From an optimization exercise on the open Yosys and OpenROAD flow, aimed at small area, a short achievable clock period and few clock cycles; shortcuts taken in it are not production practice. The RTL was checked by simulation tests, not by an equivalence proof against the original design.

==> design.v <==
module sqdist (
    input  [31:0] pn,    
    input  [31:0] c,
    output [17:0] d
);
    wire w1 = c[0] ^ pn[0];
    wire w2 = c[0] & pn[0];
    wire w3, w4;
    kfa f5 (.a(c[1]), .b(pn[1]), .c(w2), .s(w3), .co(w4));
    wire w6, w7;
    kfa f8 (.a(c[2]), .b(pn[2]), .c(w4), .s(w6), .co(w7));
    wire w9, w10;
    kfa f11 (.a(c[3]), .b(pn[3]), .c(w7), .s(w9), .co(w10));
    wire w12, w13;
    kfa f14 (.a(c[4]), .b(pn[4]), .c(w10), .s(w12), .co(w13));
    wire w15, w16;
    kfa f17 (.a(c[5]), .b(pn[5]), .c(w13), .s(w15), .co(w16));
    wire w18, w19;
    kfa f20 (.a(c[6]), .b(pn[6]), .c(w16), .s(w18), .co(w19));
    wire w21, w22;
    kfa f23 (.a(c[7]), .b(pn[7]), .c(w19), .s(w21), .co(w22));
    wire w24 = c[7] ^ pn[7] ^ w22;
    wire w25 = ~w1;
    wire w26 = ~w3;
    wire w27 = ~w6;
    wire w28 = ~w9;
    wire w29 = ~w12;
    wire w30 = ~w15;
    wire w31 = ~w18;
    wire w32 = ~w21;
    wire w33 = ~w24;
    wire w34 = ~(w1 | w3);
    wire w35 = ~(w1 | w6);
    wire w36 = ~(w1 | w9);
    wire w37 = ~(w1 | w12);
    wire w38 = ~(w1 | w15);
    wire w39 = ~(w1 | w18);
    wire w40 = ~(w1 | w21);
    wire w41 = ~(w3 | w6);
    wire w42 = ~(w3 | w9);
    wire w43 = ~(w3 | w12);
    wire w44 = ~(w3 | w15);
    wire w45 = ~(w3 | w18);
    wire w46 = ~(w3 | w21);
    wire w47 = ~(w6 | w9);
    wire w48 = ~(w6 | w12);
    wire w49 = ~(w6 | w15);
    wire w50 = ~(w6 | w18);
    wire w51 = ~(w6 | w21);
    wire w52 = ~(w9 | w12);
    wire w53 = ~(w9 | w15);
    wire w54 = ~(w9 | w18);
    wire w55 = ~(w9 | w21);
    wire w56 = ~(w12 | w15);
    wire w57 = ~(w12 | w18);
    wire w58 = ~(w12 | w21);
    wire w59 = ~(w15 | w18);
    wire w60 = ~(w15 | w21);
    wire w61 = ~(w18 | w21);
    wire w62 = ~(w33 & w25);
    wire w63 = ~(w33 & w26);
    wire w64 = ~(w33 & w27);
    wire w65 = ~(w33 & w28);
    wire w66 = ~(w33 & w29);
    wire w67 = ~(w33 & w30);
    wire w68 = ~(w33 & w31);
    wire w69 = ~(w33 & w32);
    wire w70 = c[8] ^ pn[8];
    wire w71 = c[8] & pn[8];
    wire w72, w73;
    kfa f74 (.a(c[9]), .b(pn[9]), .c(w71), .s(w72), .co(w73));
    wire w75, w76;
    kfa f77 (.a(c[10]), .b(pn[10]), .c(w73), .s(w75), .co(w76));
    wire w78, w79;
    kfa f80 (.a(c[11]), .b(pn[11]), .c(w76), .s(w78), .co(w79));
    wire w81, w82;
    kfa f83 (.a(c[12]), .b(pn[12]), .c(w79), .s(w81), .co(w82));
    wire w84, w85;
    kfa f86 (.a(c[13]), .b(pn[13]), .c(w82), .s(w84), .co(w85));
    wire w87, w88;
    kfa f89 (.a(c[14]), .b(pn[14]), .c(w85), .s(w87), .co(w88));
    wire w90, w91;
    kfa f92 (.a(c[15]), .b(pn[15]), .c(w88), .s(w90), .co(w91));
    wire w93 = c[15] ^ pn[15] ^ w91;
    wire w94 = ~w70;
    wire w95 = ~w72;
    wire w96 = ~w75;
    wire w97 = ~w78;
    wire w98 = ~w81;
    wire w99 = ~w84;
    wire w100 = ~w87;
    wire w101 = ~w90;
    wire w102 = ~w93;
    wire w103 = ~(w70 | w72);
    wire w104 = ~(w70 | w75);
    wire w105 = ~(w70 | w78);
    wire w106 = ~(w70 | w81);
    wire w107 = ~(w70 | w84);
    wire w108 = ~(w70 | w87);
    wire w109 = ~(w70 | w90);
    wire w110 = ~(w72 | w75);
    wire w111 = ~(w72 | w78);
    wire w112 = ~(w72 | w81);
    wire w113 = ~(w72 | w84);
    wire w114 = ~(w72 | w87);
    wire w115 = ~(w72 | w90);
    wire w116 = ~(w75 | w78);
    wire w117 = ~(w75 | w81);
    wire w118 = ~(w75 | w84);
    wire w119 = ~(w75 | w87);
    wire w120 = ~(w75 | w90);
    wire w121 = ~(w78 | w81);
    wire w122 = ~(w78 | w84);
    wire w123 = ~(w78 | w87);
    wire w124 = ~(w78 | w90);
    wire w125 = ~(w81 | w84);
    wire w126 = ~(w81 | w87);
    wire w127 = ~(w81 | w90);
    wire w128 = ~(w84 | w87);
    wire w129 = ~(w84 | w90);
    wire w130 = ~(w87 | w90);
    wire w131 = ~(w102 & w94);
    wire w132 = ~(w102 & w95);
    wire w133 = ~(w102 & w96);
    wire w134 = ~(w102 & w97);
    wire w135 = ~(w102 & w98);
    wire w136 = ~(w102 & w99);
    wire w137 = ~(w102 & w100);
    wire w138 = ~(w102 & w101);
    wire w139 = c[16] ^ pn[16];
    wire w140 = c[16] & pn[16];
    wire w141, w142;
    kfa f143 (.a(c[17]), .b(pn[17]), .c(w140), .s(w141), .co(w142));
    wire w144, w145;
    kfa f146 (.a(c[18]), .b(pn[18]), .c(w142), .s(w144), .co(w145));
    wire w147, w148;
    kfa f149 (.a(c[19]), .b(pn[19]), .c(w145), .s(w147), .co(w148));
    wire w150, w151;
    kfa f152 (.a(c[20]), .b(pn[20]), .c(w148), .s(w150), .co(w151));
    wire w153, w154;
    kfa f155 (.a(c[21]), .b(pn[21]), .c(w151), .s(w153), .co(w154));
    wire w156, w157;
    kfa f158 (.a(c[22]), .b(pn[22]), .c(w154), .s(w156), .co(w157));
    wire w159, w160;
    kfa f161 (.a(c[23]), .b(pn[23]), .c(w157), .s(w159), .co(w160));
    wire w162 = c[23] ^ pn[23] ^ w160;
    wire w163 = ~w139;
    wire w164 = ~w141;
    wire w165 = ~w144;
    wire w166 = ~w147;
    wire w167 = ~w150;
    wire w168 = ~w153;
    wire w169 = ~w156;
    wire w170 = ~w159;
    wire w171 = ~w162;
    wire w172 = ~(w139 | w141);
    wire w173 = ~(w139 | w144);
    wire w174 = ~(w139 | w147);
    wire w175 = ~(w139 | w150);
    wire w176 = ~(w139 | w153);
    wire w177 = ~(w139 | w156);
    wire w178 = ~(w139 | w159);
    wire w179 = ~(w141 | w144);
    wire w180 = ~(w141 | w147);
    wire w181 = ~(w141 | w150);
    wire w182 = ~(w141 | w153);
    wire w183 = ~(w141 | w156);
    wire w184 = ~(w141 | w159);
    wire w185 = ~(w144 | w147);
    wire w186 = ~(w144 | w150);
    wire w187 = ~(w144 | w153);
    wire w188 = ~(w144 | w156);
    wire w189 = ~(w144 | w159);
    wire w190 = ~(w147 | w150);
    wire w191 = ~(w147 | w153);
    wire w192 = ~(w147 | w156);
    wire w193 = ~(w147 | w159);
    wire w194 = ~(w150 | w153);
    wire w195 = ~(w150 | w156);
    wire w196 = ~(w150 | w159);
    wire w197 = ~(w153 | w156);
    wire w198 = ~(w153 | w159);
    wire w199 = ~(w156 | w159);
    wire w200 = ~(w171 & w163);
    wire w201 = ~(w171 & w164);
    wire w202 = ~(w171 & w165);
    wire w203 = ~(w171 & w166);
    wire w204 = ~(w171 & w167);
    wire w205 = ~(w171 & w168);
    wire w206 = ~(w171 & w169);
    wire w207 = ~(w171 & w170);
    wire w208 = c[24] ^ pn[24];
    wire w209 = c[24] & pn[24];
    wire w210, w211;
    kfa f212 (.a(c[25]), .b(pn[25]), .c(w209), .s(w210), .co(w211));
    wire w213, w214;
    kfa f215 (.a(c[26]), .b(pn[26]), .c(w211), .s(w213), .co(w214));
    wire w216, w217;
    kfa f218 (.a(c[27]), .b(pn[27]), .c(w214), .s(w216), .co(w217));
    wire w219, w220;
    kfa f221 (.a(c[28]), .b(pn[28]), .c(w217), .s(w219), .co(w220));
    wire w222, w223;
    kfa f224 (.a(c[29]), .b(pn[29]), .c(w220), .s(w222), .co(w223));
    wire w225, w226;
    kfa f227 (.a(c[30]), .b(pn[30]), .c(w223), .s(w225), .co(w226));
    wire w228, w229;
    kfa f230 (.a(c[31]), .b(pn[31]), .c(w226), .s(w228), .co(w229));
    wire w231 = c[31] ^ pn[31] ^ w229;
    wire w232 = ~w208;
    wire w233 = ~w210;
    wire w234 = ~w213;
    wire w235 = ~w216;
    wire w236 = ~w219;
    wire w237 = ~w222;
    wire w238 = ~w225;
    wire w239 = ~w228;
    wire w240 = ~w231;
    wire w241 = ~(w208 | w210);
    wire w242 = ~(w208 | w213);
    wire w243 = ~(w208 | w216);
    wire w244 = ~(w208 | w219);
    wire w245 = ~(w208 | w222);
    wire w246 = ~(w208 | w225);
    wire w247 = ~(w208 | w228);
    wire w248 = ~(w210 | w213);
    wire w249 = ~(w210 | w216);
    wire w250 = ~(w210 | w219);
    wire w251 = ~(w210 | w222);
    wire w252 = ~(w210 | w225);
    wire w253 = ~(w210 | w228);
    wire w254 = ~(w213 | w216);
    wire w255 = ~(w213 | w219);
    wire w256 = ~(w213 | w222);
    wire w257 = ~(w213 | w225);
    wire w258 = ~(w213 | w228);
    wire w259 = ~(w216 | w219);
    wire w260 = ~(w216 | w222);
    wire w261 = ~(w216 | w225);
    wire w262 = ~(w216 | w228);
    wire w263 = ~(w219 | w222);
    wire w264 = ~(w219 | w225);
    wire w265 = ~(w219 | w228);
    wire w266 = ~(w222 | w225);
    wire w267 = ~(w222 | w228);
    wire w268 = ~(w225 | w228);
    wire w269 = ~(w240 & w232);
    wire w270 = ~(w240 & w233);
    wire w271 = ~(w240 & w234);
    wire w272 = ~(w240 & w235);
    wire w273 = ~(w240 & w236);
    wire w274 = ~(w240 & w237);
    wire w275 = ~(w240 & w238);
    wire w276 = ~(w240 & w239);
    wire w277, w278;
    kfa f279 (.a(w25), .b(w94), .c(w163), .s(w277), .co(w278));
    wire w280, w281;
    kfa f282 (.a(w26), .b(w95), .c(w164), .s(w280), .co(w281));
    wire w283, w284;
    kfa f285 (.a(w233), .b(w34), .c(w103), .s(w283), .co(w284));
    wire w286, w287;
    kfa f288 (.a(w172), .b(w241), .c(w280), .s(w286), .co(w287));
    wire w289, w290;
    kfa f291 (.a(w281), .b(w284), .c(w35), .s(w289), .co(w290));
    wire w292, w293;
    kfa f294 (.a(w104), .b(w173), .c(w242), .s(w292), .co(w293));
    wire w295, w296;
    kfa f297 (.a(w287), .b(w289), .c(w292), .s(w295), .co(w296));
    wire w298, w299;
    kfa f300 (.a(w27), .b(w96), .c(w165), .s(w298), .co(w299));
    wire w301, w302;
    kfa f303 (.a(w234), .b(w41), .c(w110), .s(w301), .co(w302));
    wire w304, w305;
    kfa f306 (.a(w179), .b(w248), .c(w36), .s(w304), .co(w305));
    wire w307, w308;
    kfa f309 (.a(w105), .b(w174), .c(w243), .s(w307), .co(w308));
    wire w310, w311;
    kfa f312 (.a(w290), .b(w293), .c(w298), .s(w310), .co(w311));
    wire w313, w314;
    kfa f315 (.a(w301), .b(w296), .c(w304), .s(w313), .co(w314));
    wire w316, w317;
    kfa f318 (.a(w307), .b(w310), .c(w313), .s(w316), .co(w317));
    wire w319, w320;
    kfa f321 (.a(w299), .b(w42), .c(w111), .s(w319), .co(w320));
    wire w322, w323;
    kfa f324 (.a(w180), .b(w249), .c(w302), .s(w322), .co(w323));
    wire w325, w326;
    kfa f327 (.a(w37), .b(w106), .c(w175), .s(w325), .co(w326));
    wire w328, w329;
    kfa f330 (.a(w244), .b(w305), .c(w308), .s(w328), .co(w329));
    wire w331, w332;
    kfa f333 (.a(w311), .b(w319), .c(w322), .s(w331), .co(w332));
    wire w334, w335;
    kfa f336 (.a(w314), .b(w325), .c(w328), .s(w334), .co(w335));
    wire w337, w338;
    kfa f339 (.a(w331), .b(w317), .c(w334), .s(w337), .co(w338));
    wire w340, w341;
    kfa f342 (.a(w28), .b(w97), .c(w166), .s(w340), .co(w341));
    wire w343, w344;
    kfa f345 (.a(w235), .b(w47), .c(w116), .s(w343), .co(w344));
    wire w346, w347;
    kfa f348 (.a(w185), .b(w254), .c(w43), .s(w346), .co(w347));
    wire w349, w350;
    kfa f351 (.a(w112), .b(w181), .c(w250), .s(w349), .co(w350));
    wire w352, w353;
    kfa f354 (.a(w320), .b(w323), .c(w340), .s(w352), .co(w353));
    wire w355, w356;
    kfa f357 (.a(w343), .b(w38), .c(w107), .s(w355), .co(w356));
    wire w358, w359;
    kfa f360 (.a(w176), .b(w245), .c(w326), .s(w358), .co(w359));
    wire w361, w362;
    kfa f363 (.a(w329), .b(w332), .c(w346), .s(w361), .co(w362));
    wire w364, w365;
    kfa f366 (.a(w349), .b(w352), .c(w335), .s(w364), .co(w365));
    wire w367, w368;
    kfa f369 (.a(w355), .b(w358), .c(w361), .s(w367), .co(w368));
    wire w370, w371;
    kfa f372 (.a(w338), .b(w364), .c(w367), .s(w370), .co(w371));
    wire w373, w374;
    kfa f375 (.a(w341), .b(w48), .c(w117), .s(w373), .co(w374));
    wire w376, w377;
    kfa f378 (.a(w186), .b(w255), .c(w344), .s(w376), .co(w377));
    wire w379, w380;
    kfa f381 (.a(w44), .b(w113), .c(w182), .s(w379), .co(w380));
    wire w382, w383;
    kfa f384 (.a(w251), .b(w347), .c(w350), .s(w382), .co(w383));
    wire w385, w386;
    kfa f387 (.a(w353), .b(w373), .c(w376), .s(w385), .co(w386));
    wire w388, w389;
    kfa f390 (.a(w39), .b(w108), .c(w177), .s(w388), .co(w389));
    wire w391, w392;
    kfa f393 (.a(w246), .b(w356), .c(w359), .s(w391), .co(w392));
    wire w394, w395;
    kfa f396 (.a(w362), .b(w379), .c(w382), .s(w394), .co(w395));
    wire w397, w398;
    kfa f399 (.a(w385), .b(w365), .c(w388), .s(w397), .co(w398));
    wire w400, w401;
    kfa f402 (.a(w391), .b(w368), .c(w394), .s(w400), .co(w401));
    wire w403, w404;
    kfa f405 (.a(w397), .b(w371), .c(w400), .s(w403), .co(w404));
    wire w406, w407;
    kfa f408 (.a(w29), .b(w98), .c(w167), .s(w406), .co(w407));
    wire w409, w410;
    kfa f411 (.a(w236), .b(w52), .c(w121), .s(w409), .co(w410));
    wire w412, w413;
    kfa f414 (.a(w190), .b(w259), .c(w49), .s(w412), .co(w413));
    wire w415, w416;
    kfa f417 (.a(w118), .b(w187), .c(w256), .s(w415), .co(w416));
    wire w418, w419;
    kfa f420 (.a(w374), .b(w377), .c(w406), .s(w418), .co(w419));
    wire w421, w422;
    kfa f423 (.a(w409), .b(w45), .c(w114), .s(w421), .co(w422));
    wire w424, w425;
    kfa f426 (.a(w183), .b(w252), .c(w380), .s(w424), .co(w425));
    wire w427, w428;
    kfa f429 (.a(w383), .b(w386), .c(w412), .s(w427), .co(w428));
    wire w430, w431;
    kfa f432 (.a(w415), .b(w418), .c(w40), .s(w430), .co(w431));
    wire w433, w434;
    kfa f435 (.a(w109), .b(w178), .c(w247), .s(w433), .co(w434));
    wire w436, w437;
    kfa f438 (.a(w389), .b(w392), .c(w395), .s(w436), .co(w437));
    wire w439, w440;
    kfa f441 (.a(w421), .b(w424), .c(w427), .s(w439), .co(w440));
    wire w442, w443;
    kfa f444 (.a(w398), .b(w430), .c(w433), .s(w442), .co(w443));
    wire w445, w446;
    kfa f447 (.a(w401), .b(w436), .c(w439), .s(w445), .co(w446));
    wire w448, w449;
    kfa f450 (.a(w442), .b(w404), .c(w445), .s(w448), .co(w449));
    wire w451, w452;
    kfa f453 (.a(w407), .b(w53), .c(w122), .s(w451), .co(w452));
    wire w454, w455;
    kfa f456 (.a(w191), .b(w260), .c(w410), .s(w454), .co(w455));
    wire w457, w458;
    kfa f459 (.a(w50), .b(w119), .c(w188), .s(w457), .co(w458));
    wire w460, w461;
    kfa f462 (.a(w257), .b(w413), .c(w416), .s(w460), .co(w461));
    wire w463, w464;
    kfa f465 (.a(w419), .b(w451), .c(w454), .s(w463), .co(w464));
    wire w466, w467;
    kfa f468 (.a(w46), .b(w115), .c(w184), .s(w466), .co(w467));
    wire w469, w470;
    kfa f471 (.a(w253), .b(w422), .c(w425), .s(w469), .co(w470));
    wire w472, w473;
    kfa f474 (.a(w428), .b(w457), .c(w460), .s(w472), .co(w473));
    wire w475, w476;
    kfa f477 (.a(w463), .b(w431), .c(w434), .s(w475), .co(w476));
    wire w478, w479;
    kfa f480 (.a(w437), .b(w466), .c(w469), .s(w478), .co(w479));
    wire w481, w482;
    kfa f483 (.a(w62), .b(w131), .c(w200), .s(w481), .co(w482));
    wire w484, w485;
    kfa f486 (.a(w269), .b(w440), .c(w472), .s(w484), .co(w485));
    wire w487, w488;
    kfa f489 (.a(w475), .b(w443), .c(w478), .s(w487), .co(w488));
    wire w490, w491;
    kfa f492 (.a(w481), .b(w484), .c(w446), .s(w490), .co(w491));
    wire w493, w494;
    kfa f495 (.a(w487), .b(w449), .c(w490), .s(w493), .co(w494));
    wire w496, w497;
    kfa f498 (.a(w30), .b(w99), .c(w168), .s(w496), .co(w497));
    wire w499, w500;
    kfa f501 (.a(w237), .b(w56), .c(w125), .s(w499), .co(w500));
    wire w502, w503;
    kfa f504 (.a(w194), .b(w263), .c(w54), .s(w502), .co(w503));
    wire w505, w506;
    kfa f507 (.a(w123), .b(w192), .c(w261), .s(w505), .co(w506));
    wire w508, w509;
    kfa f510 (.a(w452), .b(w455), .c(w496), .s(w508), .co(w509));
    wire w511, w512;
    kfa f513 (.a(w499), .b(w51), .c(w120), .s(w511), .co(w512));
    wire w514, w515;
    kfa f516 (.a(w189), .b(w258), .c(w458), .s(w514), .co(w515));
    wire w517, w518;
    kfa f519 (.a(w461), .b(w464), .c(w502), .s(w517), .co(w518));
    wire w520, w521;
    kfa f522 (.a(w505), .b(w508), .c(w467), .s(w520), .co(w521));
    wire w523, w524;
    kfa f525 (.a(w470), .b(w473), .c(w511), .s(w523), .co(w524));
    wire w526, w527;
    kfa f528 (.a(w514), .b(w63), .c(w132), .s(w526), .co(w527));
    wire w529, w530;
    kfa f531 (.a(w201), .b(w270), .c(w517), .s(w529), .co(w530));
    wire w532, w533;
    kfa f534 (.a(w476), .b(w520), .c(w479), .s(w532), .co(w533));
    wire w535, w536;
    kfa f537 (.a(w482), .b(w485), .c(w523), .s(w535), .co(w536));
    wire w538, w539;
    kfa f540 (.a(w526), .b(w529), .c(w488), .s(w538), .co(w539));
    wire w541, w542;
    kfa f543 (.a(w532), .b(w535), .c(w491), .s(w541), .co(w542));
    wire w544, w545;
    kfa f546 (.a(w538), .b(w494), .c(w541), .s(w544), .co(w545));
    wire w547, w548;
    kfa f549 (.a(1'b1), .b(w497), .c(w57), .s(w547), .co(w548));
    wire w550, w551;
    kfa f552 (.a(w126), .b(w195), .c(w264), .s(w550), .co(w551));
    wire w553, w554;
    kfa f555 (.a(w500), .b(w55), .c(w124), .s(w553), .co(w554));
    wire w556, w557;
    kfa f558 (.a(w193), .b(w262), .c(w503), .s(w556), .co(w557));
    wire w559, w560;
    kfa f561 (.a(w506), .b(w509), .c(w547), .s(w559), .co(w560));
    wire w562, w563;
    kfa f564 (.a(w550), .b(w512), .c(w515), .s(w562), .co(w563));
    wire w565, w566;
    kfa f567 (.a(w518), .b(w553), .c(w556), .s(w565), .co(w566));
    wire w568, w569;
    kfa f570 (.a(w64), .b(w133), .c(w202), .s(w568), .co(w569));
    wire w571, w572;
    kfa f573 (.a(w271), .b(w559), .c(w521), .s(w571), .co(w572));
    wire w574, w575;
    kfa f576 (.a(w562), .b(w524), .c(w527), .s(w574), .co(w575));
    wire w577, w578;
    kfa f579 (.a(w530), .b(w565), .c(w568), .s(w577), .co(w578));
    wire w580, w581;
    kfa f582 (.a(w571), .b(w533), .c(w536), .s(w580), .co(w581));
    wire w583, w584;
    kfa f585 (.a(w574), .b(w577), .c(w539), .s(w583), .co(w584));
    wire w586, w587;
    kfa f588 (.a(w580), .b(w542), .c(w583), .s(w586), .co(w587));
    wire w589, w590;
    kfa f591 (.a(w31), .b(w100), .c(w169), .s(w589), .co(w590));
    wire w592, w593;
    kfa f594 (.a(w238), .b(w59), .c(w128), .s(w592), .co(w593));
    wire w595, w596;
    kfa f597 (.a(w197), .b(w266), .c(w58), .s(w595), .co(w596));
    wire w598, w599;
    kfa f600 (.a(w127), .b(w196), .c(w265), .s(w598), .co(w599));
    wire w601, w602;
    kfa f603 (.a(w548), .b(w551), .c(w589), .s(w601), .co(w602));
    wire w604, w605;
    kfa f606 (.a(w592), .b(w554), .c(w557), .s(w604), .co(w605));
    wire w607, w608;
    kfa f609 (.a(w560), .b(w595), .c(w598), .s(w607), .co(w608));
    wire w610, w611;
    kfa f612 (.a(w601), .b(w65), .c(w134), .s(w610), .co(w611));
    wire w613, w614;
    kfa f615 (.a(w203), .b(w272), .c(w563), .s(w613), .co(w614));
    wire w616, w617;
    kfa f618 (.a(w604), .b(w566), .c(w569), .s(w616), .co(w617));
    wire w619, w620;
    kfa f621 (.a(w607), .b(w610), .c(w572), .s(w619), .co(w620));
    wire w622, w623;
    kfa f624 (.a(w613), .b(w575), .c(w578), .s(w622), .co(w623));
    wire w625, w626;
    kfa f627 (.a(w616), .b(w619), .c(w581), .s(w625), .co(w626));
    wire w628, w629;
    kfa f630 (.a(w622), .b(w584), .c(w625), .s(w628), .co(w629));
    wire w631, w632;
    kfa f633 (.a(w590), .b(w60), .c(w129), .s(w631), .co(w632));
    wire w634, w635;
    kfa f636 (.a(w198), .b(w267), .c(w593), .s(w634), .co(w635));
    wire w637, w638;
    kfa f639 (.a(w596), .b(w599), .c(w602), .s(w637), .co(w638));
    wire w640, w641;
    kfa f642 (.a(w631), .b(w634), .c(w66), .s(w640), .co(w641));
    wire w643, w644;
    kfa f645 (.a(w135), .b(w204), .c(w273), .s(w643), .co(w644));
    wire w646, w647;
    kfa f648 (.a(w605), .b(w637), .c(w608), .s(w646), .co(w647));
    wire w649, w650;
    kfa f651 (.a(w611), .b(w640), .c(w643), .s(w649), .co(w650));
    wire w652, w653;
    kfa f654 (.a(w614), .b(w617), .c(w646), .s(w652), .co(w653));
    wire w655, w656;
    kfa f657 (.a(w649), .b(w620), .c(w623), .s(w655), .co(w656));
    wire w658, w659;
    kfa f660 (.a(w652), .b(w626), .c(w655), .s(w658), .co(w659));
    wire w661, w662;
    kfa f663 (.a(w32), .b(w101), .c(w170), .s(w661), .co(w662));
    wire w664, w665;
    kfa f666 (.a(w239), .b(w61), .c(w130), .s(w664), .co(w665));
    wire w667, w668;
    kfa f669 (.a(w199), .b(w268), .c(w632), .s(w667), .co(w668));
    wire w670, w671;
    kfa f672 (.a(w635), .b(w661), .c(w664), .s(w670), .co(w671));
    wire w673, w674;
    kfa f675 (.a(w67), .b(w136), .c(w205), .s(w673), .co(w674));
    wire w676, w677;
    kfa f678 (.a(w274), .b(w638), .c(w667), .s(w676), .co(w677));
    wire w679, w680;
    kfa f681 (.a(w641), .b(w644), .c(w670), .s(w679), .co(w680));
    wire w682, w683;
    kfa f684 (.a(w673), .b(w647), .c(w676), .s(w682), .co(w683));
    wire w685, w686;
    kfa f687 (.a(w650), .b(w679), .c(w653), .s(w685), .co(w686));
    wire w688, w689;
    kfa f690 (.a(w682), .b(w656), .c(w685), .s(w688), .co(w689));
    wire w691, w692;
    kfa f693 (.a(w662), .b(w665), .c(w68), .s(w691), .co(w692));
    wire w694, w695;
    kfa f696 (.a(w137), .b(w206), .c(w275), .s(w694), .co(w695));
    wire w697, w698;
    kfa f699 (.a(w668), .b(w671), .c(w674), .s(w697), .co(w698));
    wire w700, w701;
    kfa f702 (.a(w691), .b(w694), .c(w677), .s(w700), .co(w701));
    wire w703, w704;
    kfa f705 (.a(w680), .b(w697), .c(w683), .s(w703), .co(w704));
    wire w706, w707;
    kfa f708 (.a(w700), .b(w686), .c(w703), .s(w706), .co(w707));
    wire w709, w710;
    kfa f711 (.a(w33), .b(w102), .c(w171), .s(w709), .co(w710));
    wire w712, w713;
    kfa f714 (.a(w240), .b(w69), .c(w138), .s(w712), .co(w713));
    wire w715, w716;
    kfa f717 (.a(w207), .b(w276), .c(w709), .s(w715), .co(w716));
    wire w718, w719;
    kfa f720 (.a(w692), .b(w695), .c(w712), .s(w718), .co(w719));
    wire w721, w722;
    kfa f723 (.a(w715), .b(w698), .c(w718), .s(w721), .co(w722));
    wire w724, w725;
    kfa f726 (.a(w701), .b(w721), .c(w704), .s(w724), .co(w725));
    wire w727, w728;
    kfa f729 (.a(w710), .b(w713), .c(w716), .s(w727), .co(w728));
    wire w730, w731;
    kfa f732 (.a(w719), .b(w727), .c(w722), .s(w730), .co(w731));
    wire [17:0] ra = {w725, w707, w689, w659, w629, w587, w545, w544, w493, w448, w403, w370, w337, w316, w295, w283, w278, w232};
    wire [17:0] rb = {w730, w724, w706, w688, w658, w628, w586, 1'b0, 1'b0, 1'b0, 1'b0, 1'b0, 1'b0, 1'b0, 1'b0, w286, 1'b0, w277};
    assign d = ra + rb;
endmodule
module kfa (input a, input b, input c, output s, output co);
    assign s = a ^ b ^ c;
    assign co = (a & b) | (a & c) | (b & c);
endmodule
module kha (input a, input b, output s, output co);
    assign s = a ^ b;
    assign co = a & b;
endmodule
module kmeans_top #
(
    parameter K = 8,
    parameter D = 4,
    parameter W = 8,
    parameter N = 128
)
(
    input clk,
    input rst,
    input start,
    input signed [D*W-1:0] point_flat,
    input signed [K*D*W-1:0] init_centroid_flat,
    output done,
    output [6:0] point_addr,
    output signed [K*D*W-1:0] final_centroid_flat
);
    localparam PASS_LEN = 140;    
    reg        run;        
    reg        done_r;
    reg        conv_q;     
    reg [7:0]  t;          
    wire idle = ~run & ~done_r;
    wire load = idle & start;
    reg [K*D*W-1:0] cen;   
    assign final_centroid_flat = cen;
    assign done = done_r;
    assign point_addr = t[6:0];
    reg [31:0] p0;
    reg        v1;         
    always @(posedge clk) p0 <= point_flat;
    wire [31:0] pn = ~p0;
    wire [17:0] dst [0:K-1];
    genvar gk, gd;
    generate for (gk = 0; gk < K; gk = gk + 1) begin : g_dist
        sqdist u_sq (.pn(pn), .c(cen[gk*32 +: 32]), .d(dst[gk]));
    end endgenerate
    reg [17:0] dq [0:K-1];
    reg [31:0] p1;
    reg        v2;
    integer i;
    always @(posedge clk) begin
        for (i = 0; i < K; i = i + 1) dq[i] <= dst[i];
        p1 <= p0;
    end
    wire        c1a = dq[1] < dq[0];
    wire        c1b = dq[3] < dq[2];
    wire        c1c = dq[5] < dq[4];
    wire        c1d = dq[7] < dq[6];
    wire [17:0] m1a = c1a ? dq[1] : dq[0];
    wire [17:0] m1b = c1b ? dq[3] : dq[2];
    wire [17:0] m1c = c1c ? dq[5] : dq[4];
    wire [17:0] m1d = c1d ? dq[7] : dq[6];
    wire        c2a = m1b < m1a;
    wire        c2b = m1d < m1c;
    wire [17:0] m2a = c2a ? m1b : m1a;
    wire [17:0] m2b = c2b ? m1d : m1c;
    wire [1:0]  i2a = c2a ? {1'b1, c1b} : {1'b0, c1a};
    wire [1:0]  i2b = c2b ? {1'b1, c1d} : {1'b0, c1c};
    wire        c3  = m2b < m2a;
    wire [2:0]  best = c3 ? {1'b1, i2b} : {1'b0, i2a};
    reg  [2:0]  rsel;
    reg  [K-1:0] roh;      
    reg  [31:0] p2;
    reg         v3;
    reg         drv;       
    always @(posedge clk) begin
        rsel <= v2 ? best : (t[2:0] - 3'd2);    
        roh  <= {{K-1{1'b0}}, 1'b1} << (v2 ? best : (t[2:0] - 3'd2));
        p2 <= p1;
    end
    integer d;
    reg [14:0]  sum [0:K-1][0:D-1];
    reg [6:0]   m   [0:K-1];
    reg [K-1:0] fresh;
    wire [K-1:0] rsg = roh & ~fresh;
    reg  [14:0] rs [0:D-1];
    reg  [6:0]  rm;
    integer rk;
    always @(*) begin
        for (d = 0; d < D; d = d + 1) begin
            rs[d] = 15'd0;
            for (rk = 0; rk < K; rk = rk + 1)
                rs[d] = rs[d] | (sum[rk][d] & {15{rsg[rk]}});
        end
        rm = 7'd0;
        for (rk = 0; rk < K; rk = rk + 1)
            rm = rm | (m[rk] & {7{rsg[rk]}});
    end
    wire       rf = |(roh & fresh);
    wire [14:0] acc [0:D-1];
    genvar ga;
    generate for (gd = 0; gd < D; gd = gd + 1) begin : g_acc
        wire [14:0] x  = rs[gd];
        wire [7:0]  pu = {~p2[gd*8+7], p2[gd*8 +: 7]};
        wire [15:0] k;
        kha u_h0 (.a(x[0]), .b(pu[0]), .s(acc[gd][0]), .co(k[1]));
        for (ga = 1; ga < 8; ga = ga + 1) begin : g_lo
            kfa u_fa (.a(x[ga]), .b(pu[ga]), .c(k[ga]), .s(acc[gd][ga]), .co(k[ga+1]));
        end
        for (ga = 8; ga < 15; ga = ga + 1) begin : g_hi
            kha u_ha (.a(x[ga]), .b(k[ga]), .s(acc[gd][ga]), .co(k[ga+1]));
        end
        assign k[0] = 1'b0;
    end endgenerate
    always @(posedge clk) begin
        for (rk = 0; rk < K; rk = rk + 1)
            if (v3 && roh[rk]) begin
                for (d = 0; d < D; d = d + 1)
                    sum[rk][d] <= acc[d];
                m[rk] <= rf ? 7'd0 : rm + 7'd1;
            end
    end
    localparam [7:0] FASTMASK = 8'b00001011;
    reg [14:0] da [0:D-1];
    reg [6:0]  dam;
    reg        dae;        
    reg        dav;
    reg [2:0]  daj;
    reg [14:0] db [0:D-1];
    reg [6:0]  dbm;
    reg        dbe;
    reg        dbv;
    reg [2:0]  dbj;
    wire [14:0] dq_out [0:D-1];    
    genvar gs, gb;
    generate for (gd = 0; gd < D; gd = gd + 1) begin : g_div
        wire [14:0] ch [0:8];      
        assign ch[0] = rs[gd];
        for (gs = 0; gs < 8; gs = gs + 1) begin : g_step
            wire [14:0] r  = (gs == 3) ? da[gd] : (gs == 6) ? db[gd] : ch[gs];
            wire [6:0]  mn = (gs < 3) ? ~rm : (gs < 6) ? ~dam : ~dbm;    
            wire [7:0]  tt = r[14:7];                                    
            wire [6:0]  df;        
            wire        q;         
            if (FASTMASK[gs]) begin : g_fast
                wire [8:0] sm = {1'b0, tt} + {2'b01, mn};
                assign df = sm[6:0];
                assign q  = sm[8];
            end else begin : g_ripple
                wire [7:0] k;
                assign df[0] = tt[0] ^ mn[0];
                assign k[1]  = tt[0] & mn[0];
                for (gb = 1; gb < 7; gb = gb + 1) begin : g_b
                    kfa u_fa (.a(tt[gb]), .b(mn[gb]), .c(k[gb]), .s(df[gb]), .co(k[gb+1]));
                end
                assign k[0] = 1'b0;
                assign q = tt[7] | k[7];
            end
            assign ch[gs+1] = q ? {df, r[6:0], 1'b1} : {r[13:7], r[6:0], 1'b0};
        end
        assign dq_out[gd] = ch[8];
        always @(posedge clk) begin
            da[gd] <= ch[3];
            db[gd] <= ch[6];
        end
    end endgenerate
    always @(posedge clk) begin
        dam <= rm;  dae <= rf;  daj <= rsel;
        dbm <= dam; dbe <= dae; dbj <= daj;
    end
    wire [31:0] c0 = cen[31:0];
    reg  [31:0] cin;
    always @(*) begin : g_dc
        reg [7:0] q;
        for (d = 0; d < D; d = d + 1) begin
            q = dq_out[d][7:0];    
            cin[d*8 +: 8] = dbe ? c0[d*8 +: 8]
                          : {~q[7], q[6:0]} + {7'd0, ~q[7] & (dq_out[d][14:8] != 7'd0)};
        end
    end
    reg  chg;              
    wire cmp_now = (cin != c0);
    wire last_shift = dbv & (dbj == 3'd7);
    wire cen_sh   = dbv & ~load;
    wire cen_hold = ~load & ~dbv;
    always @(posedge clk)
        cen <= (init_centroid_flat & {K*D*W{load}})
             | ({cin, cen[K*D*W-1:32]} & {K*D*W{cen_sh}})
             | (cen & {K*D*W{cen_hold}});
    always @(posedge clk) begin
        if (rst) begin
            run <= 1'b0; done_r <= 1'b0; conv_q <= 1'b0; t <= 8'd0;
            v1 <= 1'b0; v2 <= 1'b0; v3 <= 1'b0; drv <= 1'b0; dav <= 1'b0; dbv <= 1'b0;
        end else begin
            done_r <= 1'b0;
            conv_q <= run & last_shift & ~(chg | cmp_now);
            if (load) begin
                run <= 1'b1; t <= 8'd0;
                v1 <= 1'b0; v2 <= 1'b0; v3 <= 1'b0; drv <= 1'b0; dav <= 1'b0; dbv <= 1'b0;
            end else if (run) begin
                if (conv_q) begin
                    run <= 1'b0; done_r <= 1'b1;
                    v1 <= 1'b0; v2 <= 1'b0; v3 <= 1'b0; drv <= 1'b0; dav <= 1'b0; dbv <= 1'b0;
                end else begin
                    t   <= (t == PASS_LEN-1) ? 8'd0 : t + 8'd1;
                    v1  <= (t < 128);
                    v2  <= v1;
                    v3  <= v2;
                    drv <= (t >= 130) & (t <= 137);
                    dav <= drv;
                    dbv <= dav;
                end
            end
        end
    end
    always @(posedge clk) begin
        if (run && t == 0) fresh <= {K{1'b1}};
        else if (v3) fresh <= fresh & ~roh;
        if (dbv) chg <= (dbj == 3'd0) ? cmp_now : (chg | cmp_now);
    end
endmodule
==> flow/run.sh <==
#!/bin/bash
# Layout flow: the standard synthesis unchanged, then the standard
# layout steps, with
#  - the timing repair asked to leave SETUP_SLACK_MARGIN ns of setup slack,
#    i.e. to aim at a shorter period than the constraint's 40 ns;
#  - small port buffers (every port still gets its own buffer);
#  - clock tree synthesis without dummy loads.
set -euo pipefail
MARGIN=30.6
CTS="-sink_clustering_enable -repair_clock_nets -dont_use_dummy_load -sink_clustering_size 24 -sink_clustering_max_diameter 120"
bash standard.sh synth > synth.log 2>&1
sed "s|CLKGATE_MAP_FILE= |CLKGATE_MAP_FILE= SETUP_SLACK_MARGIN=$MARGIN 'BUFFER_PORTS_ARGS=-buffer_cell sky130_fd_sc_hd__buf_1' 'CTS_ARGS=$CTS' |" standard.sh > layout.sh
bash layout.sh > layout.log 2>&1
==> standard.sh <==
#!/bin/bash
# synth_recipe.tcl (not shown) runs the flow's synth.tcl, then flattens the netlist and writes it again
# the make line also repeats each setting of config.mk as NAME=value (left out here)
make -C /OpenROAD-flow-scripts/flow DESIGN_CONFIG=/design/flow/config.mk WORK_HOME=/design/flow/orfs CLKGATE_MAP_FILE= SYNTH_SCRIPT=/design/flow/synth_recipe.tcl "${@:-finish}"
==> config.mk <==
export PLATFORM = sky130hd
export DESIGN_NAME = kmeans_top
export DESIGN_NICKNAME = kmeans_top
export VERILOG_FILES = /design/flow/design.v
export SDC_FILE = /design/flow/constraint.sdc
export NUM_CORES = 8
export LEC_CHECK = 0
export ABC_CLOCK_PERIOD_IN_PS = 9000
export CAP_MARGIN = 20
export CORE_MARGIN = 2
export CORE_UTILIZATION = 70
export PLACE_DENSITY = 0.85
export SLEW_MARGIN = 20
export SYNTH_HIERARCHICAL = 1
==> constraint.sdc <==
create_clock -name core_clock -period 40.0 [get_ports {clk}]
set_input_delay 8.0000 -clock core_clock [delete_from_list [all_inputs] [get_ports {clk}]]
set_output_delay 8.0000 -clock core_clock [all_outputs]
set_load 0.01 [all_outputs]
==> summary.txt, run 1 <==
r2r worst-path depth=29; critical path required time=32.00 ns; #FFs+latches synth=1211; top cells by count, synth=fa_1, nor2_1, dfxtp_1, nand2_1, edfxtp_1; global-route track usage on met2=0.6733; Die X-Extent=~370 µm; GR peak layer=met2; P&R area growth vs syn=8.163%; share of async-settable or async-resettable flops after synthesis=0; initial antenna violation count=50; vias in the first global route=around 70000; crit-path max cell delay=around 0.54 ns; Routed Wire Length=~340 mm; largest net degree at the start of global routing=103; headroom to the max-slew limit=0.1826; Slew @ Worst Pin=approximately 1.2 ns; row cnt=roughly 130; # setup viols final=0; # Max-Cap Violations=0; final hold slack=between 0.3 and 0.4 ns; RD Place Congestion=approximately 1.1; post-synthesis cell area=0.09337 mm²; number of flops mapped to enable cells by yosys=around 540; HP Start=p1[6]; Mapped Avg Cell Area=around 12 µm²; Min-Delay Path Class=register to register; most common cell in the synthesized netlist=fa_1; post-synth cell types=94; Critical Path Fanout Max=4; DRC=0; fillcell total=8478; dominant cell type by area after synthesis=fa_1; met3 Resource Use GR=0.2842; final worst path period share=0.2360; minimum clock period after layout=~9.4 ns; wire per inst=between 30 and 40 µm; top cell type's share of synthesized area=0.3430; root buf cell=clkbuf_16; kind of critical path=register to output port; GRT Resource Usage Total=0.5002; Reg2Reg Setup Slack=30.63 ns; family with the most delay on the worst path=flip-flops; Mapped Cells=roughly 8000; max frequency=approximately 0.11 GHz; Clk pin slew, worst setup/hold paths=0.10 ns; buffer and inverter count on the worst path=1; vias post-DR=approximately 70000; Detail Route Antenna Nets=0; share of layout cells above drive strength 1=0.1113; Hold Crit Endpoint=p2[6]; Vias/cell=6.846; met1 Use GR=0.6045; Fin. Hold Viols=0; RSZ-0062 raised after global routing=yes; Reg-to-Reg End=chg; ranking of synthesized cells by area=fa_1, edfxtp_1, dfxtp_1, ha_1, nor2_1; startpoint type of the worst setup path=register; Layout Skew=around 0.10 ns; core area=0.1330 mm²; die area=between 0.1 and 0.15 mm²; first-pass GRT wire length=roughly 480 mm; critical-path cell list=buf_1; CTS tree=done; Num CTS Buffers=a little over 60; initial drt markers=roughly 9200; status=complete, no violations; IO Count=around 560; Synth Net Count=slightly above 10000; H-Tree Depth=2; remaining global-route overflow=0; starting density of the core=0.7023; setup TNS=0 ns; Synth warnings=19; hold path depth=0; hold buffer count at cts=0; Clock Sinks=~1200; r2r startpoint=dbm[0]; post-DP HPWL=approximately 250 mm; CP Capture Type=output port; Die H=approximately 370 µm; Slowest cell on crit path=dfxtp_2; sequential fraction of the synthesis area=0.3172; Slew Viols, Final=0; clock latency (worst-skew pair)=between 0.7 and 0.8 ns; DRT Pass-1 Iters=7; Max Root-Sink Buffers=3; critical path arrival=around 1.4 ns; Nets=10676; Buffers on Ports=554; Primary FF master, synth=dfxtp_1
## final cells by class
cell class | instances | area, µm² | area share
Tap cell | 1768 | 2212 | 0.02190
Timing Repair Buffer | 816 | 4594 | 0.04549
Multi-Input combinational cell | 5839 | 60590 | 0.5999
Sequential cell | 1211 | 30130 | 0.2983
Inverter | 482 | 1828 | 0.01810
Clock buffer | 61 | 1526 | 0.01511
Antenna cell | 45 | 112.6 | 0.001115
## cells in the final DEF (no fill, tap or decap), types with 16 or more instances in the layout
master	instances
a21oi_1	177
and4_1	16
buf_4	216
xnor2_1	185
clkbuf_16	62
fa_1	1588
nand3_1	35
nand2_1	615
buf_2	34
buf_12	18
dfxtp_1	462
dfxtp_2	114
buf_1	498
dfxtp_4	98
o21bai_1	25
nor2_1	1058
nand4_1	99
o21ai_0	337
nor3_1	33
a21o_1	55
mux2_2	159
a22oi_1	265
diode_2	45
xor2_1	114
inv_1	468
mux2i_1	312
ha_1	374
edfxtp_1	537
buf_6	36
and3_1	17
## routing by layer
layer / wire length, µm / up-vias
met5: 608 / -
met4: 30870 / 59
met3: 60400 / 1543
met2: 136500 / 6001
met1: 110500 / 34989
li1: - / 27389
## cells by family (layout without fill, tap and decap cells)
logic type | count (synthesis) | count (layout) | share of synthesized area
AO/OA/AOI/OAI | 1018 | 1018 | 0.07078
other | 8 | 53 | 0.0003216
AND/OR/NAND/NOR | 2043 | 2046 | 0.09726
adder cells (fa/ha/maj) | 1974 | 1974 | 0.3932
multiplexers | 487 | 487 | 0.05483
flip-flops | 1211 | 1211 | 0.3172
XOR/XNOR | 306 | 306 | 0.02870
buffers and inverters | 916 | 1359 | 0.03772
## stage by stage
step	utilization	area (µm²)	setup WS [ns]	std cells
floorplan	-	93390	30.61	7963
global placement	0.7305	97130	28.76	9999
detailed placement	0.7306	97130	28.66	9999
CTS	0.7510	99850	30.59	10101
global route	0.7589	100900	30.36	10182
finish	0.7596	101000	30.56	10222
## flip-flops by register name, summed over array words and instances, names as in the netlist, 3 cells and up
signal and cells:
daj 3, dbj 3, p1 32, db 60
p2 32, m 56, t 8, cen 256
dam 7, sum 480, dbm 7, rsel 3
da 60, fresh 8, p0 32, dq 144
roh 8
## worst max-delay path by stage
stage          depth (start not counted)                        to  startpoint  slack, ns
3_5_place_dp                           6                  cen[143]       start      28.66
6_report                               1  final_centroid_flat[138]    cen[138]      30.56
4_1_cts                                2  final_centroid_flat[183]    cen[183]      30.59
5_1_grt                               29                       chg      dbm[0]      30.36
3_3_place_gp                           6                  cen[125]       start      28.76
2_1_floorplan                          8                  cen[172]       start      30.61
## Yosys stat by module (local to each module, per instance)
| module | area [µm²] | cells inside | flops+latches |
|---|---|---|---|
| kmeans_top | 49730 | 4087 | 1211 |
| sqdist | 1431 | 282 | 0 |
| kfa | 20.02 | 1 | 0 |
| kha | 12.51 | 1 | 0 |
## what timing repair did
action	in CTS	in global routing
hold endpoints to repair	0	0
pin swaps	6	14
setup endpoints to repair	376	197
buffers inserted	38	75
resized for setup	404	137
cloned	3	1
Testbench counts, summed over its fixed seeds: cycles 132,252.
==> run 2, diff against run 1 <==
--- a/config.mk
+++ b/config.mk
@@ -8,7 +8,7 @@
 export ABC_CLOCK_PERIOD_IN_PS = 9000
 export CAP_MARGIN = 20
 export CORE_MARGIN = 2
-export CORE_UTILIZATION = 70
-export PLACE_DENSITY = 0.85
+export CORE_UTILIZATION = 65
+export PLACE_DENSITY = 0.8
 export SLEW_MARGIN = 20
 export SYNTH_HIERARCHICAL = 1
==> summary.txt, run 2 <==
status=complete, no violations; clock latency (worst-skew pair)=0.76 ns (about the same); DRT Pass-1 Iters=8 (+1); IO Count=555 (unchanged); Synth warnings=19 (unchanged); #FFs+latches synth=1211 (unchanged); Die H=383.0 µm (+3.7%); Nets=10707 (+0.29%); ranking of synthesized cells by area=fa_1, edfxtp_1, dfxtp_1, ha_1, nor2_1; H-Tree Depth=2 (unchanged); Mapped Avg Cell Area=11.73 µm² (unchanged); vias post-DR=68180 (-2.6%); hold buffer count at cts=0 (unchanged); Slew Viols, Final=0 (unchanged); largest net degree at the start of global routing=131 (+27%); most common cell in the synthesized netlist=fa_1; CTS tree=done; Clock Sinks=1211 (unchanged); Top reg by flops=sum; setup TNS=0 ns (unchanged); initial antenna violation count=41 (-18%); Vias/cell=6.580 (-3.9%); Buffers on Ports=554 (unchanged); Slowest cell on crit path=dfxtp_4; share of layout cells above drive strength 1=0.1134 (+0.002079); first-pass GRT wire length=484.1 mm (+0.45%); number of flops mapped to enable cells by yosys=537 (unchanged); RSZ-0062 raised after global routing=yes; multi-input logic area=0.06061 mm² (about the same); post-synth cell types=94 (unchanged); GRT Resource Usage Total=0.4682 (-0.03199); final hold slack=0.3318 ns (+0.005550 ns); Die X-Extent=383.0 µm (+3.7%); headroom to the max-slew limit=0.2100 (+0.02739); placed cell areas=0.09739 mm² (+0.27%); Critical Path Fanout Max=2 (-2); Slew @ Worst Pin=1.177 ns (-0.03915 ns); family with the most delay on the worst path=flip-flops; wire per inst=32.92 µm (-0.70%); most common cell after layout, fill and taps aside=fa_1; most frequent cells in the layout=fa_1, nor2_1, nand2_1; starting density of the core=0.6523 (-0.04994); vias in the first global route=69488 (-1.3%); Final Cell Area=0.1014 mm² (+0.36%); Synth Net Count=10228 (unchanged); Fin. Hold Viols=0 (unchanged); Primary FF master, synth=dfxtp_1; minimum clock period after layout=9.446 ns (+0.007800 ns); top cell type's share of synthesized area=0.3430 (unchanged); critical-path cell list=buf_6; sequential fraction of the synthesis area=0.3172 (unchanged); Mapped Cells=7963 (unchanged); critical path required time=32.00 ns (about the same); max frequency=0.1059 GHz (about the same); critical path arrival=1.45 ns (about the same); root buf cell=clkbuf_16; buffer and inverter count on the worst path=1 (unchanged); post-DP HPWL=256.5 mm (+1.8%); share of async-settable or async-resettable flops after synthesis=0 (unchanged); die area=0.1467 mm² (+7.6%); kind of critical path=register to output port; final worst path period share=0.2362 (about the same); RD Place Congestion=1.048 (-2.2%); startpoint type of the worst setup path=register; P&R area growth vs syn=8.548%; top cells by count, synth=fa_1, nor2_1, dfxtp_1, nand2_1, edfxtp_1; Min-Delay Path Class=register to register; Routed Wire Length=341.1 mm (+0.66%); remaining global-route overflow=0 (unchanged); row cnt=139 (+3.7%); Max Root-Sink Buffers=3 (unchanged); # setup viols final=0 (unchanged); Num CTS Buffers=59 (-3.3%); Clk pin slew, worst setup/hold paths=0.10 ns (about the same); dominant cell type by area after synthesis=fa_1; crit-path max cell delay=0.53 ns (about the same); Largest register FFs=480 (unchanged); # Max-Cap Violations=0 (unchanged); core area=0.1431 mm² (+7.7%); Largest regs=sum: 480 flops, cen: 256 flops, dq: 144 flops; Detail Route Antenna Nets=0 (unchanged); initial drt markers=7936 (-14%); Sequential cell area=0.03008 mm² (-0.17%); Layout Skew=0.09095 ns (-0.008863 ns); DRC=0 (unchanged); CP Capture Type=output port; post-synthesis cell area=0.09337 mm² (unchanged); fillcell total=10149 (+20%)
-- run 2: worst paths after layout --
check	to	cells after the start	slack, ns	start
worst max-delay path	final_centroid_flat[184]	1	30.55	cen[184]
worst min-delay path	p2[13]	0	0.33	p1[13]
worst max register to register	chg	29	30.64	dbm[0]
worst min register to register	p2[13]	0	0.33	p1[13]
-- run 2: kinds of logic after synthesis --
family / count (synthesis) / share of synthesized area
compound gates: 1018 / 0.07078
mux: 487 / 0.05483
xor+xnor: 306 / 0.02870
buf+inv: 916 / 0.03772
simple gates: 2043 / 0.09726
flops: 1211 / 0.3172
fa+ha+maj: 1974 / 0.3932
other cells: 8 / 0.0003216
-- run 2: final cells by class --
class,count,share of cell area
diodes,19,0.0004691
clock buffers,59,0.01457
inverters,482,0.01804
multi-input cells,5840,0.5980
flip-flops and latches,1211,0.2968
well taps,1903,0.02349
repair buffers,848,0.04868
-- run 2: layer usage --
metal  GRT usage  wire, µm  vias to the layer above
met2      0.6605    143100                     4899
met1      0.5874    116200                    34671
met5           0       292                        -
met4      0.3029     27580                       40
li1            -         -                    27410
met3      0.2073     53940                     1160
-- run 2: repair_timing --
| item | 4_1_cts | 5_1_grt |
|---|---|---|
| pin swaps | 4 | 11 |
| cloned | 3 | 1 |
| setup endpoints to repair | 336 | 214 |
| gates resized for setup | 430 | 104 |
| buffers inserted | 63 | 73 |
-- run 2: per-module statistics from Yosys (local to each module, per instance) --
module | copies in the design | cell area, µm² | cells
kha | 32 | 12.51 | 1
kfa | 1588 | 20.02 | 1
sqdist | 8 | 1431 | 282
kmeans_top | 1 | 49730 | 4087
-- run 2: through the flow --
step                std cells  setup slack, ns  utilization
detailed placement      10143            29.23       0.6804
CTS                     10268            30.58       0.7013
finish                  10362            30.55       0.7081
global route            10344            30.39       0.7078
floorplan                7963            30.61            -
global placement        10142            29.31       0.6803
==> run 3, diff against run 2 <==
--- a/config.mk
+++ b/config.mk
@@ -9,6 +9,6 @@
 export CAP_MARGIN = 20
 export CORE_MARGIN = 2
 export CORE_UTILIZATION = 65
-export PLACE_DENSITY = 0.8
+export PLACE_DENSITY = 0.9
 export SLEW_MARGIN = 20
 export SYNTH_HIERARCHICAL = 1
==> summary.txt, run 3 <==
Mapped Cells=7963 (unchanged); Reg-to-Reg End=da[2][12]; top cells by count, synth=fa_1, nor2_1, dfxtp_1, nand2_1, edfxtp_1; Fin. Hold Viols=0 (unchanged); most common cell in the synthesized netlist=fa_1; clock latency (worst-skew pair)=0.77 ns (about the same); post-place setup slack=28.56 ns (-0.6726 ns); # setup viols final=0 (unchanged); crit-path max cell delay=0.44 ns (-0.09 ns); Die H=383.0 µm (unchanged); most frequent cells in the layout=fa_1, nor2_1, nand2_1; ranking of synthesized cells by area=fa_1, edfxtp_1, dfxtp_1, ha_1, nor2_1; dominant cell type by area after synthesis=fa_1; Synth warnings=19 (unchanged); Layout Skew=0.1342 ns (+0.04324 ns); #FFs+latches synth=1211 (unchanged); final worst path period share=0.2407 (+0.004495); status=complete, no violations; vias post-DR=70231 (+3.0%); starting density of the core=0.6523 (unchanged); post-DP HPWL=253.9 mm (-1.0%); Placed Cells=10141 (-0.020%); H-Tree Depth=2 (unchanged); RSZ-0062 raised after global routing=yes; critical path arrival=10.28 ns (+8.83 ns); Hold Crit Endpoint=p1[11]; startpoint type of the worst setup path=register; top cell type's share of synthesized area=0.3430 (unchanged); GRT Resource Usage Total=0.4622 (-0.006002); CP Capture Type=register; share of async-settable or async-resettable flops after synthesis=0 (unchanged); Max Root-Sink Buffers=3 (unchanged); setup TNS=0 ns (unchanged); critical path required time=40.66 ns (+8.66 ns); root buf cell=clkbuf_16; Largest register FFs=480 (unchanged); Routed Wire Length=342.8 mm (+0.49%); Min-Delay Path Class=register to register; Nets=10691 (-0.15%); Num CTS Buffers=61 (+3.4%); post-route setup slack=30.37 ns (-0.1798 ns); Mapped Avg Cell Area=11.73 µm² (unchanged); hold buffer count at cts=0 (unchanged); RD Place Congestion=1.062 (+1.4%); Clock Sinks=1211 (unchanged); wire per inst=33.10 µm (+0.55%); family with the most delay on the worst path=adder cells; Slew Viols, Final=0 (unchanged); # Max-Cap Violations=0 (unchanged); share of layout cells above drive strength 1=0.1096 (-0.003821); die area=0.1467 mm² (unchanged); Top reg by flops=sum; final cell count without fillers=10355 (-0.068%); Vias/cell=6.782 (+3.1%); post-synth cell types=94 (unchanged); kind of critical path=register to register; Critical Path Fanout Max=41 (+39); max frequency=0.1039 GHz (-1.9%); initial antenna violation count=44 (+7.3%); most common cell after layout, fill and taps aside=fa_1; headroom to the max-slew limit=0.1873 (-0.02267); Primary FF master, synth=dfxtp_1; Clk pin slew, worst setup/hold paths=0.10 ns (about the same); vias in the first global route=71493 (+2.9%); r2r worst-path depth=31 (+6.9%); Synth Net Count=10228 (unchanged); row cnt=139 (unchanged); buffer and inverter count on the worst path=3 (+2); number of flops mapped to enable cells by yosys=537 (unchanged); cell mode on critical path=fa_1; end-of-flow core utilization=0.7068 (-0.001293); IO Count=555 (unchanged); core area=0.1431 mm² (unchanged); DRC=0 (unchanged); Slowest cell on crit path=buf_8; Slew @ Worst Pin=1.219 ns (+0.04246 ns); Reg2Reg Setup Slack=30.37 ns (-0.27 ns); r2r startpoint=roh[4]; minimum clock period after layout=9.626 ns (+0.1798 ns); CTS tree=done; hold path depth=0 (unchanged); HP Start=p0[11]; Detail Route Antenna Nets=0 (unchanged); first-pass GRT wire length=483.0 mm (-0.23%); Buffers on Ports=554 (unchanged); Die X-Extent=383.0 µm (unchanged); sequential fraction of the synthesis area=0.3172 (unchanged); largest net degree at the start of global routing=116 (-11%); P&R area growth vs syn=8.350%; Largest regs=sum: 480 flops, cen: 256 flops, dq: 144 flops; remaining global-route overflow=0 (unchanged); DRT Pass-1 Iters=8 (unchanged); post-synthesis cell area=0.09337 mm² (unchanged); initial drt markers=8935 (+13%)
run 3: logic make-up after synthesis:
logic type / synth area share
AND/OR/NAND/NOR: 0.09726
adder cells (fa/ha/maj): 0.3932
flip-flops: 0.3172
AO/OA/AOI/OAI: 0.07078
buffers and inverters: 0.03772
multiplexers: 0.05483
XOR/XNOR: 0.02870
other: 0.0003216
run 3: cell type report:
type / instances / area [µm²]
Clock buffer: 61 / 1526
Antenna cell: 28 / 70.07
Sequential cell: 1211 / 30030
Multi-Input combinational cell: 5838 / 60600
Timing Repair Buffer: 832 / 4722
Fill cell: 9557 / 41970
Tap cell: 1903 / 2381
Inverter: 482 / 1836
run 3: worst max path at each step:
stage          slack [ns]  startpoint                       end  cells after the start
6_report            30.37      roh[4]                 da[2][12]                     31
5_1_grt             30.26    fresh[5]                 da[1][11]                     33
4_1_cts             30.60    cen[207]  final_centroid_flat[207]                      1
3_5_place_dp        28.56       start                   cen[84]                      6
3_3_place_gp        28.68       start                   cen[16]                      6
2_1_floorplan       30.61       start                  cen[172]                      8
run 3: timing repair:
item                                   CTS  global route
endpoints found under the hold margin    0             0
gates cloned                             1             2
pin swaps                                7            14
buffers inserted                        32            90
setup endpoints to repair              430           254
resized for setup                      338           132
run 3: through the flow:
| stage | area, µm² | hold WS [ns] |
|---|---|---|
| 2_1_floorplan | 93390 | 0.3096 |
| 4_1_cts | 99920 | 0.3214 |
| 3_5_place_dp | 97390 | 0.3121 |
| 3_3_place_gp | 97370 | 0.3106 |
| 5_1_grt | 101100 | 0.3261 |
| 6_report | 101200 | 0.3276 |
run 3: per-module statistics from Yosys (local to each module, per instance):
| module | cells inside | cell area, µm² | flip-flops and latches |
|---|---|---|---|
| kha | 1 | 12.51 | 0 |
| sqdist | 282 | 1431 | 0 |
| kmeans_top | 4087 | 49730 | 1211 |
| kfa | 1 | 20.02 | 0 |
run 3: per-layer routing:
layer  vias up  part of all wire  track usage
li1      27362                 -            -
met1     35005              0.32       0.5623
met2      6214              0.42       0.6392
met3      1598              0.17       0.2353
met4        52             0.086       0.3154
met5         -            0.0028      0.01257
run 3: worst reg2reg max path, delay by kind of cell (launching register included):
family,cells,cell delay [ns]
adder cells (fa/ha/maj),9,3.62
AO/OA/AOI/OAI,11,2.42
multiplexers,3,1.18
AND/OR/NAND/NOR,5,1.09
buffers and inverters,3,0.88
flip-flops,1,0.42
==> run 4, diff against run 3 <==
--- a/config.mk
+++ b/config.mk
@@ -9,6 +9,6 @@
 export CAP_MARGIN = 20
 export CORE_MARGIN = 2
 export CORE_UTILIZATION = 65
-export PLACE_DENSITY = 0.9
+export PLACE_DENSITY = 0.85
 export SLEW_MARGIN = 20
 export SYNTH_HIERARCHICAL = 1
==> summary.txt, run 4 <==
family with the most delay on the worst path=flip-flops; Buffers on Ports=554 (unchanged); GRT Resource Usage Total=0.4586 (-0.003613); top cell type's share of synthesized area=0.3430 (unchanged); Synth warnings=19 (unchanged); Synth Net Count=10228 (unchanged); top cells by count, synth=fa_1, nor2_1, dfxtp_1, nand2_1, edfxtp_1; P&R area growth vs syn=8.354% (about the same); kind of critical path=register to output port; Mapped Avg Cell Area=11.73 µm² (unchanged); share of async-settable or async-resettable flops after synthesis=0 (unchanged); number of flops mapped to enable cells by yosys=537 (unchanged); Nets=10697 (+0.056%); Primary FF master, synth=dfxtp_1; DRT Pass-1 Iters=9 (+1); Num CTS Buffers=59 (-3.3%); die area=0.1467 mm² (unchanged); CP Capture Type=output port; ranking of synthesized cells by area=fa_1, edfxtp_1, dfxtp_1, ha_1, nor2_1; post-synthesis cell area=0.09337 mm² (unchanged); # setup viols final=0 (unchanged); minimum clock period after layout=9.441 ns (-0.1855 ns); Min-Delay Path Class=register to register; starting density of the core=0.6523 (unchanged); wire per inst=32.36 µm (-2.2%); post-synth cell types=94 (unchanged); Die X-Extent=383.0 µm (unchanged); most frequent cells in the layout=fa_1, nor2_1, nand2_1; #FFs+latches synth=1211 (unchanged); row cnt=139 (unchanged); Largest regs=sum: 480 flops, cen: 256 flops, dq: 144 flops; critical path required time=32.00 ns (-8.66 ns); clock latency (worst-skew pair)=0.76 ns (about the same); setup TNS=0 ns (unchanged); Fin. Hold Viols=0 (unchanged); Slew @ Worst Pin=1.238 ns (+0.01947 ns); core area=0.1431 mm² (unchanged); CTS tree=done; IO Count=555 (unchanged); share of layout cells above drive strength 1=0.1068 (-0.002806); Clk pin slew, worst setup/hold paths=0.09 ns (about the same); placed cell areas=0.09739 mm² (about the same); DRC=0 (unchanged); Die H=383.0 µm (unchanged); hold buffer count at cts=0 (unchanged); H-Tree Depth=2 (unchanged); startpoint type of the worst setup path=register; Critical Path Fanout Max=2 (-95%); Final Cell Area=0.1012 mm² (about the same); max frequency=0.1059 GHz (+2.0%); critical-path cell list=buf_6; # Max-Cap Violations=0 (unchanged); initial drt markers=8622 (-3.5%); root buf cell=clkbuf_16; end-of-flow core utilization=0.7068 (about the same); Top reg by flops=sum; Mapped Cells=7963 (unchanged); most common cell in the synthesized netlist=fa_1; Detail Route Antenna Nets=0 (unchanged); final hold slack=0.3312 ns (+0.003654 ns); RSZ-0062 raised after global routing=yes; vias post-DR=68827 (-2.0%); post-route setup slack=30.56 ns (+0.1855 ns); RD Place Congestion=1.057 (-0.49%); buffer and inverter count on the worst path=1 (-2); initial antenna violation count=40 (-9.1%); remaining global-route overflow=0 (unchanged); most common cell after layout, fill and taps aside=fa_1; Clock Sinks=1211 (unchanged); Routed Wire Length=335.3 mm (-2.2%); Layout Skew=0.1100 ns (-0.02421 ns); status=complete, no violations; Largest register FFs=480 (unchanged); post-place setup slack=28.51 ns (-0.04900 ns); vias in the first global route=70714 (-1.1%); largest net degree at the start of global routing=121 (+4.3%); Slowest cell on crit path=dfxtp_4; post-DP HPWL=252.2 mm (-0.68%); Vias/cell=6.642 (-2.1%); sequential fraction of the synthesis area=0.3172 (unchanged); headroom to the max-slew limit=0.1734 (-0.01389); Placed Cells=10146 (+0.049%); final cell count without fillers=10363 (+0.077%); crit-path max cell delay=0.51 ns (+0.07 ns); Slew Viols, Final=0 (unchanged); first-pass GRT wire length=479.0 mm (-0.82%); critical path arrival=1.44 ns (-8.84 ns); Max Root-Sink Buffers=3 (unchanged); dominant cell type by area after synthesis=fa_1; final worst path period share=0.2360 (-0.004638)
==> run 4: cell counts after synthesis <==
Identical to the previous run, type by type.
==> run 4: worst paths after layout <==
check / start / end / slack [ns] / cells past startpoint
setup / recovery: cen[171] / final_centroid_flat[171] / 30.56 / 1
hold / removal: p1[25] / p2[25] / 0.33 / 0
setup reg to reg: dbm[0] / chg / 30.70 / 31
hold reg to reg: p1[25] / p2[25] / 0.33 / 0
==> run 4: final cells by class <==
| type | instances | area (µm²) |
|---|---|---|
| inverter | 482 | 1842 |
| tap | 1903 | 2381 |
| fill | 9784 | 41960 |
| multi-input combinational | 5840 | 60590 |
| clock buffer | 59 | 1476 |
| antenna | 30 | 75.07 |
| sequential | 1211 | 29990 |
| timing repair buffer | 838 | 4816 |
==> run 4: repair_timing <==
action / 4_1_cts / 5_1_grt
buffers inserted: 38 / 85
gates resized for setup: 344 / 111
setup endpoints to repair: 360 / 180
pin swaps: 7 / 13
gates cloned: 4 / 1
==> run 4: cell families (layout without fill, tap and decap cells) <==
family          after synthesis  count (layout)  share of synthesized area
buf+inv                     916            1379                    0.03772
mux                         487             487                    0.05483
other cells                   8              38                  0.0003216
flops                      1211            1211                     0.3172
simple gates               2043            2047                    0.09726
compound gates             1018            1018                    0.07078
fa+ha+maj                  1974            1974                     0.3932
xor+xnor                    306             306                    0.02870
==> run 4: layer usage <==
layer | GRT usage | share of wire | vias to the layer above
met1 | 0.5599 | 0.33 | 34297
met3 | 0.2212 | 0.17 | 1424
met4 | 0.3243 | 0.088 | 42
met2 | 0.6373 | 0.41 | 5650
met5 | 0 | 0.00079 | -
li1 | - | - | 27414
==> run 4: per-module statistics from Yosys, one instance, submodules excluded <==
module | flip-flops and latches | area [µm²]
kmeans_top | 1211 | 49730
sqdist | 0 | 1431
kfa | 0 | 20.02
kha | 0 | 12.51

[what the ideal ports hide]
The flow's constraints put no driver on any port. The routed layouts listed below were extracted and timed again, unchanged, in two steps. Step 1 (the two cells are an assumption about what drives the block):
set clk [get_ports {clk}]
set_driving_cell -lib_cell sky130_fd_sc_hd__clkbuf_16 $clk
set_driving_cell -lib_cell sky130_fd_sc_hd__buf_2 [delete_from_list [all_inputs] $clk]
Step 2, shift: input delay + t, output delay - t, t = (earliest + latest rising clock arrival at the registers) / 2. This alone moves slack from input paths to output paths. Slacks: no drivers / after step 1 / after step 2; pairs: no drivers / after step 1.
run | t, ns | slack for setup (ns) | latest minus earliest clock arrival (ns) | pins driven straight from the clock port
run 1 | 0.800 | 30.561 / 30.474 / 29.885 | 0.103 / 0.103 | 1
run 2 | 0.805 | 30.554 / 30.464 / 29.934 | 0.092 / 0.091 | 1
run 3 | 0.800 | 30.374 / 30.374 / 29.978 | 0.142 / 0.142 | 1
run 4 | 0.788 | 30.559 / 30.474 / 29.893 | 0.113 / 0.113 | 1
After both steps every run listed still meets setup and hold. For run 1, which loses most, drivers alone change the setup slack by -0.087 ns; drivers and shift together by -0.676 ns.
